This is an optimization exercise on Yosys and OpenROAD, whose aim is small area and a short achievable clock period, not a production implementation. The RTL was checked by simulation tests, not by an equivalence proof against the original design. Power is estimated from default activity; no workload was simulated.

==> inputs of v14 <==
// risc_cpu
module risc_cpu (
    input wire clk,
    input wire rst,
    input wire [31:0] imem_data,
    input wire [31:0] dmem_rdata,
    output wire [31:0] dmem_wdata,
    output wire dmem_we,
    output wire dmem_re,
    output wire dmem_byte,
    output wire [31:0] pc_out,
    output wire [31:0] instruction_out,
    output wire [31:0] alu_result_out,
    output wire [3:0] flags_out
);
clock: 17.5 ns
lec_check: 0
cap_margin: 20
core_margin: 2
core_utilization: 40
place_density: 0.6
slew_margin: 20
run.sh (not shown) runs the stock make flow with config.mk's settings and CLKGATE_MAP_FILE= SYNTH_SCRIPT=/design/flow/synth_recipe.tcl, a recipe that flattens the netlist after the stock synthesis.
==> v7 (differences from v14) <==
--- a/flow/design.v
+++ b/flow/design.v
@@ -15,79 +15,72 @@
 reg [31:2] pc;
 reg [31:0] if_ir;
 reg [31:0] id_ir;
 reg ex_wr, ex_ld, ex_st, ex_br, ex_fl;
 reg ex_ss, ex_sg, ex_sp, ex_sy;
-reg ex_mul, ex_mem, ex_inv_a, ex_inv_b, ex_cin1, ex_cinc, ex_cv, ex_byte;
-reg [3:0] ex_cond, ex_rd;
-reg [11:0] ex_imm;
-reg [31:0] ex_a, ex_b;
+reg ex_cin, ex_cv, ex_byte, ex_cm;
+reg [3:0] ex_rd;
+reg [31:0] ex_a, ex_b, ex_sd;
 reg fN, fZ, fC, fV;
 reg [31:0] ld_q;
 reg ld_v, ld_b;
 reg [31:0] rf [0:14];
-reg cond_met;
-always @(*) begin
-    case (ex_cond)
-        4'b0000: cond_met = fZ;
-        4'b0001: cond_met = ~fZ;
-        4'b0010: cond_met = fC;
-        4'b0011: cond_met = ~fC;
-        4'b0100: cond_met = fN;
-        4'b0101: cond_met = ~fN;
-        4'b0110: cond_met = fV;
-        4'b0111: cond_met = ~fV;
-        4'b1000: cond_met = fC & ~fZ;
-        4'b1001: cond_met = ~fC | fZ;
-        4'b1010: cond_met = fN == fV;
-        4'b1011: cond_met = fN != fV;
-        4'b1100: cond_met = ~fZ & (fN == fV);
-        4'b1101: cond_met = fZ | (fN != fV);
-        4'b1110: cond_met = 1'b1;
-        default: cond_met = 1'b0;
-    endcase
-end
+function cond_ok;
+    input [3:0] c;
+    input n, z, cf, v;
+    begin
+        case (c)
+            4'b0000: cond_ok = z;
+            4'b0001: cond_ok = ~z;
+            4'b0010: cond_ok = cf;
+            4'b0011: cond_ok = ~cf;
+            4'b0100: cond_ok = n;
+            4'b0101: cond_ok = ~n;
+            4'b0110: cond_ok = v;
+            4'b0111: cond_ok = ~v;
+            4'b1000: cond_ok = cf & ~z;
+            4'b1001: cond_ok = ~cf | z;
+            4'b1010: cond_ok = n == v;
+            4'b1011: cond_ok = n != v;
+            4'b1100: cond_ok = ~z & (n == v);
+            4'b1101: cond_ok = z | (n != v);
+            4'b1110: cond_ok = 1'b1;
+            default: cond_ok = 1'b0;
+        endcase
+    end
+endfunction
+wire cond_met = ex_cm;
 function [31:0] rot_imm;
     input [11:0] imm;
     reg [63:0] t;
     begin
         t = {24'b0, imm[7:0], 24'b0, imm[7:0]} >> {imm[11:8], 1'b0};
         rot_imm = t[31:0];
     end
 endfunction
-wire [31:0] ex_off = rot_imm(ex_imm);
-wire [7:0] qa = ex_b[7:0];
-wire [7:0] qw = ex_b[15:8];
-wire [31:0] row [0:7];
-genvar gj;
-generate
-    for (gj = 0; gj < 8; gj = gj + 1) begin : g_row
-        assign row[gj] = ({32{qa[gj]}} & (ex_a << gj)) | ({32{qw[gj]}} & (ex_a << (gj + 24)));
-    end
-endgenerate
-function [63:0] csa;
-    input [31:0] x, y, z;
-    reg [31:0] s, c;
-    begin
-        s = x ^ y ^ z;
-        c = (x & y) | (x & z) | (y & z);
-        csa = {c[30:0], 1'b0, s};
-    end
-endfunction
-wire [63:0] l1a = csa(row[0], row[1], row[2]);
-wire [63:0] l1b = csa(row[3], row[4], row[5]);
-wire [63:0] l2a = csa(l1a[31:0], l1a[63:32], l1b[31:0]);
-wire [63:0] l2b = csa(l1b[63:32], row[6], row[7]);
-wire [63:0] l3 = csa(l2a[31:0], l2a[63:32], l2b[31:0]);
-wire [63:0] l4 = csa(l3[31:0], l3[63:32], l2b[63:32]);
-wire [31:0] bsrc = ex_mem ? ex_off : ex_b;
-wire [31:0] x = ex_mul ? l4[31:0]  : (ex_a ^ {32{ex_inv_a}});
-wire [31:0] y = ex_mul ? l4[63:32] : (bsrc ^ {32{ex_inv_b}});
-wire cin = ex_cin1 | (ex_cinc & fC);
-wire [32:0] sum = {1'b0, x} + {1'b0, y} + {32'b0, cin};
+wire [31:0] x = ex_a;
+wire [31:0] y = ex_b;
+wire cin = ex_cin;
 wire [31:0] g = x & y;
 wire [31:0] p = x ^ y;
+reg [32:0] kg, kp, kg2, kp2;
+integer lv, bi;
+always @(*) begin
+    kg = {g, cin};
+    kp = {p, 1'b0};
+    for (lv = 1; lv < 33; lv = lv * 2) begin
+        kg2 = kg;
+        kp2 = kp;
+        for (bi = lv; bi < 33; bi = bi + 1) begin
+            kg2[bi] = kg[bi] | (kp[bi] & kg[bi - lv]);
+            kp2[bi] = kp[bi] & kp[bi - lv];
+        end
+        kg = kg2;
+        kp = kp2;
+    end
+end
+wire [32:0] sum = {kg[32], p ^ kg[31:0]};
 wire [31:0] result = ({32{ex_ss}} & sum[31:0]) | ({32{ex_sg}} & g) |
                      ({32{ex_sp}} & p) | ({32{ex_sy}} & y);
 wire nN = result[31];
 wire nZ = ~|result;
 wire nC = ex_cv & sum[32];
@@ -100,11 +93,11 @@
 wire taken = ex_br & cond_met;
 assign pc_out = {pc, 2'b00};
 assign instruction_out = if_ir;
 assign alu_result_out = result;
 assign flags_out = {fN, fZ, fC, fV};
-assign dmem_wdata = ex_b;
+assign dmem_wdata = ex_sd;
 assign dmem_we = ex_st & cond_met;
 assign dmem_re = ex_ld & cond_met;
 assign dmem_byte = ex_byte;
 wire [31:0] I = id_ir;
 wire [3:0] opc = I[24:21];
@@ -158,31 +151,51 @@
 end
 wire [3:0] rimm = I[11:8];
 wire [7:0] imm8 = I[7:0];
 wire is_mul = f_di & (opc == 4'b1111);
 wire is_neg = f_di & (opc == 4'b1110);
-wire mul_hi = rimm[3] | rimm[2];               
-wire [4:0] mul_sh = mul_hi ? (5'd0 - {rimm, 1'b0}) : 5'd0;
-wire [15:0] q2 = {imm8, imm8} >> {rimm[1:0], 1'b0};
-wire [7:0] q = mul_hi ? imm8 : q2[7:0];
-wire [7:0] wrap = mul_hi ? 8'h00 :
-                  (rimm[1:0] == 2'd1) ? 8'b1100_0000 :
-                  (rimm[1:0] == 2'd2) ? 8'b1111_0000 :
-                  (rimm[1:0] == 2'd3) ? 8'b1111_1100 : 8'h00;
+wire [31:0] mB = rot_imm(I[11:0]);
+wire [31:0] row [0:7];
+genvar gj;
+generate
+    for (gj = 0; gj < 8; gj = gj + 1) begin : g_row
+        assign row[gj] = ({32{mB[gj]}}      & (val1 << gj)) |
+                         ({32{mB[gj + 8]}}  & (val1 << (gj + 8))) |
+                         ({32{mB[gj + 16]}} & (val1 << (gj + 16))) |
+                         ({32{mB[gj + 24]}} & (val1 << (gj + 24)));
+    end
+endgenerate
+function [63:0] csa;
+    input [31:0] x, y, z;
+    reg [31:0] s, c;
+    begin
+        s = x ^ y ^ z;
+        c = (x & y) | (x & z) | (y & z);
+        csa = {c[30:0], 1'b0, s};
+    end
+endfunction
+wire [63:0] l1a = csa(row[0], row[1], row[2]);
+wire [63:0] l1b = csa(row[3], row[4], row[5]);
+wire [63:0] l2a = csa(l1a[31:0], l1a[63:32], l1b[31:0]);
+wire [63:0] l2b = csa(l1b[63:32], row[6], row[7]);
+wire [63:0] l3 = csa(l2a[31:0], l2a[63:32], l2b[31:0]);
+wire [63:0] l4 = csa(l3[31:0], l3[63:32], l2b[63:32]);
 wire [31:2] br_tgt = pc + {{6{I[23]}}, I[23:0]} + 30'd1;
 reg [31:0] nb;
 always @(*) begin
     if (f_dp)
         nb = sh_out;
     else if (f_di)
-        nb = is_mul ? {16'b0, q & wrap, q & ~wrap} : is_neg ? 32'b0 : rot_imm(I[11:0]);
+        nb = is_mul ? l4[63:32] : is_neg ? 32'b0 : rot_imm(I[11:0]);
     else if (f_br)
         nb = {br_tgt, 2'b00};
+    else if (f_ls)
+        nb = rot_imm(I[11:0]);
     else
         nb = val2;
 end
-wire [31:0] na = is_mul ? (val1 << mul_sh) : val1;
+wire [31:0] na = is_mul ? l4[31:0] : (val1 ^ {32{d_inv_a}});
 reg [3:0] op;   
 localparam O_ZERO = 4'd0, O_AND = 4'd1, O_EOR = 4'd2, O_SUB = 4'd3, O_RSB = 4'd4,
            O_ADD = 4'd5, O_ADC = 4'd6, O_SBC = 4'd7, O_ORR = 4'd8, O_MOV = 4'd9,
            O_BIC = 4'd10, O_MVN = 4'd11, O_NEG = 4'd12, O_MUL = 4'd13, O_MEM = 4'd14;
 always @(*) begin
@@ -246,19 +259,17 @@
 always @(posedge clk) begin
     if (rst | taken) id_ir <= 32'b0;
     else if (!stall) id_ir <= if_ir;
 end
 always @(posedge clk) begin
-    ex_mul <= op == O_MUL; ex_mem <= op == O_MEM;
-    ex_inv_a <= d_inv_a; ex_inv_b <= d_inv_b;
-    ex_cin1 <= d_cin1; ex_cinc <= d_cinc; ex_cv <= d_cv;
+    ex_cin <= d_cin1 | (d_cinc & next_C); ex_cv <= d_cv;
     ex_byte <= I[22];
-    ex_cond <= I[31:28];
+    ex_cm <= cond_ok(I[31:28], upd ? nN : fN, upd ? nZ : fZ, next_C, upd ? nV : fV);
     ex_rd <= d_rd;
-    ex_imm <= I[11:0];
+    ex_sd <= val2;
     ex_a <= na;
-    ex_b <= nb;
+    ex_b <= nb ^ {32{d_inv_b}};
     ld_q <= dmem_rdata;
     ld_v <= dmem_re;
     ld_b <= ex_byte;
 end
 wire [31:0] rf_wd = wd & {32{~rst}};
==> flow/flow/run.sh (new file) <==
#!/bin/bash
# The standard layout (the standard.sh, standard synthesis unchanged), with
# timing repair asked to leave 11 ns of setup slack, so that it also speeds up
# paths that already meet the 17.5 ns clock, and allowed to resize cells across
# footprints. The make output goes to make_finish.log; each ORFS step keeps its
# own log under orfs/logs/.
set -euo pipefail
bash standard.sh SETUP_SLACK_MARGIN=11 MATCH_CELL_FOOTPRINT=0 finish > make_finish.log 2>&1
==> flow/standard.sh (new file) <==
#!/bin/bash
# synth_recipe.tcl (not shown) runs the flow's synth.tcl, then flattens the netlist and writes it again
# the make line also repeats each setting of config.mk as NAME=value (left out here)
make -C /OpenROAD-flow-scripts/flow DESIGN_CONFIG=/design/flow/config.mk WORK_HOME=/design/flow/orfs CLKGATE_MAP_FILE= SYNTH_SCRIPT=/design/flow/synth_recipe.tcl "${@:-finish}"
==> flow/config.mk (replaced) <==
export PLATFORM = sky130hd
export DESIGN_NAME = risc_cpu
export DESIGN_NICKNAME = risc_cpu
export VERILOG_FILES = /design/flow/design.v
export SDC_FILE = /design/flow/constraint.sdc
export NUM_CORES = 4
export LEC_CHECK = 0
export ABC_AREA = 1
export CAP_MARGIN = 20
export CORE_MARGIN = 2
export CORE_UTILIZATION = 40
export PLACE_DENSITY = 0.6
export SLEW_MARGIN = 20
removed: flow/run.sh
==> notes.md <==
quantity	v7	v14
Post-synthesis simple-gate area fraction	0.263	0.182
Clock power frac	0.204	0.165
Gpl congestion	1.05	1.08
Post-Route Skew	0.0315 ns	0.0489 ns
Share of cell area taken by flip-flops and latches	0.350	0.334
Power density cells	149 nW/um^2	190 nW/um^2
Status	finished clean	finished clean
Initial standard-cell utilization of the core	0.404	0.403
Met1 routed wirelength after detailed routing	101000 um	96300 um
R2r endpoint	ex_b[13]	ex_b[4]
Number of logic inverters in the finished layout	665	188
Placement-stage cell area	52700 um^2	55800 um^2
Clock tree buffer count of the final layout	112	102
Slowest cell on crit path	sky130_fd_sc_hd__clkdlybuf4s50_1	sky130_fd_sc_hd__dfxtp_1
Number of clock sinks	733	721
Worst reg2reg path depth	24	22
Hold path startpoint	ex_byte	id_ir[28]
Hold Crit Endpoint	ld_b	ex_cond[0]
Non-clock buffers, area share	0.0659	0.0546
Initial antenna violation count	12	10
Overall die width	352 um	365 um

## static timing again, ports no longer ideal
The results above use ideal ports. As a check the final layouts listed here were re-extracted and re-timed, cells and wires unchanged. Step 1 sets driving cells, clkbuf_16 on the clock port and buf_2 on the other inputs (assumed; they add their load-dependent delay and slew). Step 2 adds t to the input delays and takes it off the output delays; t is the mean of the earliest and latest rising clock arrival at the registers after step 1. Input paths then give back, and output paths get back, about the clock's delay inside the block. Three values: ideal, step 1, step 2; two values: the first two.
run | shift t [ns] | slack for setup (ns) | worst slew at a driven data input, ns | cell pins on the clock port's net
v14 | 0.793 | 5.778 / 5.706 / 6.500 | 0.08 | 1
v7 | 0.762 | 10.887 / 10.813 / 11.032 | 0.06 | 1
After both steps setup and hold are still met in every run listed.
